Source: an optimization exercise on an open RTL-to-GDS flow (aim: small area). Production flows keep margins and buffers that such runs may drop.
Where RTL was checked, it was by simulation tests only, not by an equivalence proof against the original.
The flow treats the clock pin as an ideal source. Dropping or thinning the clock tree relies on that and would not hold on a real chip.
No activity file was given, so power comes from the tool's default toggle rates.

==> module top, before the edit <==
module top(
    input clk,
    input rst,
    input start,
    input [7:0] txin,
    output reg tx,
    input rx,
    output [7:0] rxout,
    output rxdone,
    output txdone
);
parameter clk_value = 100_000;
parameter baud = 9600;
parameter wait_count = clk_value / baud;
reg [3:0] tcnt;
reg [3:0] L;
reg [7:0] sh;       
wire tidle  = ~(L[3] | L[2] | L[1] | L[0]);
wire tload  = tidle | rst;
wire bitDone = (tcnt[0] & ~tcnt[1] & ~tcnt[2]);
wire tc9 = (tcnt[0] & ~tcnt[1] & ~tcnt[3]);
wire twrap = (tcnt[0] & tcnt[1] & ~tcnt[3]);
wire tfirst = (~tcnt[1] & ~tcnt[2] & ~tcnt[3]);
always @(posedge clk) begin
    tcnt[0] <= (~tcnt[1] & ~tload);
    tcnt[1] <= (tcnt[2] & ~tload);
    tcnt[2] <= ~((~tcnt[0] & tcnt[3]) | (tload) | (tcnt[1] & tcnt[2] & ~tcnt[3]));
    tcnt[3] <= (~tcnt[0] & ~tload);
end
wire tend  = twrap & (~L[2] & ~L[3]);        
wire tkill = rst | tend;
wire tgo   = tidle & start;
always @(posedge clk) begin
    L[3] <= ~tkill & (L[2] | tgo);
    L[2] <= ~tkill & (L[1]);
    L[1] <= ~tkill & (L[0] | tgo);
    L[0] <= ~tkill & ((L[3] ^ L[2]) | tgo);
end
always @(posedge clk) begin
    if (tidle) sh <= txin;
    else sh <= {sh[2:0], sh[7:3]};
end
wire tstop = (L[0] & ~L[2] & ~L[3]);    
always @(posedge clk) begin
    if (rst | tidle) tx <= 1'b1;
    else if (tfirst) tx <= 1'b0;
    else if (tc9) tx <= tstop | sh[4];
end
assign txdone = bitDone & (~L[0] & ~L[1]);
reg [2:0] rsub;
reg [3:0] rindex;
reg [8:0] rxdata;
wire ridle = ~rsub[2] & ~rsub[1] & ~rsub[0];
wire recv  = rsub[2] & ~rsub[1] & ~rsub[0];
wire smp   = rsub[2] & rsub[1] & ~rsub[0];
wire rlast = (~rindex[1] & rindex[2] & ~rindex[3]);    
wire radv  = recv & bitDone;
always @(posedge clk) begin
    rsub[2] <= ~rst & (rsub[1] | (recv & ~bitDone & ~rlast));
    rsub[1] <= ~rst & rsub[0];
    rsub[0] <= ~rst & (ridle ? ~rx : recv ? (bitDone & ~rlast) : (rsub[2] ^ rsub[1]));
end
always @(posedge clk) begin
    rindex[0] <= ~((~rindex[0] & ~radv) | (rindex[1] & ~rindex[2] & radv) | (ridle));
    rindex[1] <= (rindex[1] & ~radv & ~ridle) | (~rindex[2] & radv);
    rindex[2] <= (rindex[2] & ~radv & ~ridle) | (~rindex[3] & radv);
    rindex[3] <= ~((~rindex[3] & ~radv & ~ridle) | (rindex[0] & radv));
end
wire rclr = rst | ridle;
wire rhold = ~rclr & ~smp;
always @(posedge clk) begin
    rxdata <= ({9{smp & ~rst}} & {rxdata[7:0], rx}) | ({9{rhold}} & rxdata);
end
assign rxout = rxdata[8:1];
assign rxdone = bitDone & (rindex[0] & rindex[1] & rindex[2]);    
endmodule
clock: 5.0 ns
lec_check: 0
cap_margin: 0
core_margin: 2
core_utilization: 35
slew_margin: 0
standard.sh (not shown) runs the stock make flow with config.mk's settings and CLKGATE_MAP_FILE= SYNTH_SCRIPT=/design/flow/synth_recipe.tcl, a recipe that flattens the netlist after the stock synthesis.
==> flow/flow/run.sh <==
#!/bin/bash
# ORFS layout through the standard.sh, with these changes:
#  - synthesis maps the logic with an area-oriented ABC script (flow/area.abc)
#    and without half/full-adder cells, then turns each mux2 cell into an
#    a22o cell with one inverter per select net (flow/mux2a22o.v); registers
#    are mapped as usual;
#  - the port buffers are buf_1 cells;
#  - the clock tree is one buffer (flow/post_cts.tcl) of cell CLOCK_ROOT_CELL.
# If a try does not finish (the detailed router can get stuck on a last
# violation), the layout is made again from scratch with another core
# utilization.
set -uo pipefail
here=$(pwd)
flowdir=$here/flow

# Synthesis script: ORFS's synth.tcl with the ABC script swapped, then what
# synth_recipe.tcl does after it.
sed "s#log_cmd abc {\*}\$abc_args#lset abc_args 1 $flowdir/area.abc; log_cmd abc {*}\$abc_args; techmap -map $flowdir/mux2a22o.v; opt_merge -share_all; opt_clean#" \
    "$FLOW_HOME/scripts/synth.tcl" > "$here/area_synth.tcl"
grep -q "area.abc" "$here/area_synth.tcl" || exit 1
sed "s#source \$::env(SCRIPTS_DIR)/synth.tcl#source $here/area_synth.tcl#" \
    "$here/synth_recipe.tcl" > "$here/my_synth.tcl"
grep -q "area_synth.tcl" "$here/my_synth.tcl" || exit 1
sed "s#SYNTH_SCRIPT=[^ ]*synth_recipe.tcl#SYNTH_SCRIPT=$here/my_synth.tcl ADDER_MAP_FILE=#" \
    "$here/standard.sh" > "$here/my_standard.sh"
grep -q "my_synth.tcl" "$here/my_standard.sh" || exit 1

export BUFFER_PORTS_ARGS="-buffer_cell sky130_fd_sc_hd__buf_1"
export CTS_ARGS="-sink_clustering_enable -repair_clock_nets -dont_use_dummy_load"
export POST_CTS_TCL=$flowdir/post_cts.tcl
export CLOCK_ROOT_CELL=${CLOCK_ROOT_CELL:-sky130_fd_sc_hd__clkbuf_16}

try=0
for util in "" 30 45; do
  try=$((try + 1))
  rm -rf "$here/orfs" "$here/out/final.def"
  if [[ -n "$util" ]]; then extra="CORE_UTILIZATION=$util"; else extra=""; fi
  setsid bash "$here/my_standard.sh" $extra finish > "$here/flow_try$try.log" 2>&1 &
  pid=$!
  for ((s = 0; s < 1500; s += 5)); do
    kill -0 "$pid" 2>/dev/null || break
    sleep 5
  done
  if kill -0 "$pid" 2>/dev/null; then
    kill -TERM -- "-$pid" 2>/dev/null
    sleep 10
    kill -KILL -- "-$pid" 2>/dev/null
  fi
  wait "$pid"
  status=$?
  if [[ $status -eq 0 && -f "$here/out/final.def" ]]; then
    exit 0
  fi
  echo "try $try (utilization ${util:-default}) did not finish" >&2
done
exit 1
Other scripts of this flow, unchanged in this note and not shown: flow/flow/area.abc, flow/flow/mux2a22o.v, flow/flow/post_cts.tcl
Edit:
--- a/flow/design.v
+++ b/flow/design.v
@@ -49,29 +49,29 @@
 end
 assign txdone = bitDone & (~L[0] & ~L[1]);
 reg [2:0] rsub;
 reg [3:0] rindex;
 reg [8:0] rxdata;
-wire ridle = ~rsub[2] & ~rsub[1] & ~rsub[0];
-wire recv  = rsub[2] & ~rsub[1] & ~rsub[0];
-wire smp   = rsub[2] & rsub[1] & ~rsub[0];
-wire rlast = (~rindex[1] & rindex[2] & ~rindex[3]);    
+wire ridle = (rsub[0] & rsub[1] & ~rsub[2]);
+wire recv = (rsub[0] & rsub[1] & rsub[2]);
+wire smp = (~rsub[0] & rsub[1] & ~rsub[2]);
+wire rlast = (rindex[0] & ~rindex[1] & ~rindex[3]);    
 wire radv  = recv & bitDone;
 always @(posedge clk) begin
-    rsub[2] <= ~rst & (rsub[1] | (recv & ~bitDone & ~rlast));
-    rsub[1] <= ~rst & rsub[0];
-    rsub[0] <= ~rst & (ridle ? ~rx : recv ? (bitDone & ~rlast) : (rsub[2] ^ rsub[1]));
+    rsub[0] <= ~((~rsub[1] & ~rst));
+    rsub[1] <= ~((~rsub[1] & ~rsub[2] & ~rst) | (rsub[0] & ~rsub[2] & ~rx & ~rst) | (~rsub[0] & rsub[1] & rsub[2] & ~rst) | (rsub[1] & rsub[2] & bitDone & ~rlast & ~rst));
+    rsub[2] <= (~rsub[0] & ~rst) | (rsub[1] & rsub[2] & ~bitDone & ~rlast & ~rst);
 end
 always @(posedge clk) begin
-    rindex[0] <= ~((~rindex[0] & ~radv) | (rindex[1] & ~rindex[2] & radv) | (ridle));
-    rindex[1] <= (rindex[1] & ~radv & ~ridle) | (~rindex[2] & radv);
-    rindex[2] <= (rindex[2] & ~radv & ~ridle) | (~rindex[3] & radv);
-    rindex[3] <= ~((~rindex[3] & ~radv & ~ridle) | (rindex[0] & radv));
+    rindex[0] <= ~((~rindex[0] & ~radv & ~ridle) | (rindex[0] & radv));
+    rindex[1] <= ~((~rindex[3] & radv) | (~rindex[1] & ~radv & ~ridle) | (rindex[0] & ~rindex[1] & ~ridle));
+    rindex[2] <= (rindex[2] & ~radv & ~ridle) | (~rindex[1] & radv);
+    rindex[3] <= (rindex[3] & ~radv & ~ridle) | (~rindex[2] & radv);
 end
 wire rclr = rst | ridle;
 wire rhold = ~rclr & ~smp;
 always @(posedge clk) begin
     rxdata <= ({9{smp & ~rst}} & {rxdata[7:0], rx}) | ({9{rhold}} & rxdata);
 end
 assign rxout = rxdata[8:1];
-assign rxdone = bitDone & (rindex[0] & rindex[1] & rindex[2]);    
+assign rxdone = bitDone & (~rindex[0] & rindex[2] & ~rindex[3]);    
 endmodule
Critical path depth does not change.
Via count falls by a few percent.
Sequential power rises by a few percent.
Global-route usage falls by 0.26 points.
Sequential cell count does not change.
Wire length falls by roughly a tenth.
Synthesized cell count falls by a few percent.
Combinational power barely changes.
First-iteration DRC count falls by a quarter to a third.
Hold slack barely changes.
Die area falls slightly.
For the second run of this note, only the layout was checked, not whether the RTL still works.

## port drivers added, routing unchanged
The results above use ideal ports. As a check the final layouts listed here were re-extracted and re-timed, cells and wires unchanged.
Step 1: set_driving_cell puts a clkbuf_16 on clk and a buf_2 on each other input, an assumption about the parent block.
Step 2 moves the port delays by t, midway between the first and last clock arrival at a register: inputs arrive t later, outputs are due t later. That takes back most of the time a late clock gives input paths.
Three values: ideal, step 1, step 2; two values: the first two.
| run | t (ns) | slack for setup (ns) | clock arrival spread, ns |
|---|---|---|---|
| the first run | 0.197 | 2.752 / 2.725 / 2.697 | 0.002 / 0.002 |
| the second run | 0.195 | 2.449 / 2.422 / 2.616 | 0.007 / 0.007 |
After both steps every run listed still meets setup and hold. The setup slack of the first run, which loses most, moves by -0.027 ns with the drivers and by -0.055 ns with both steps.
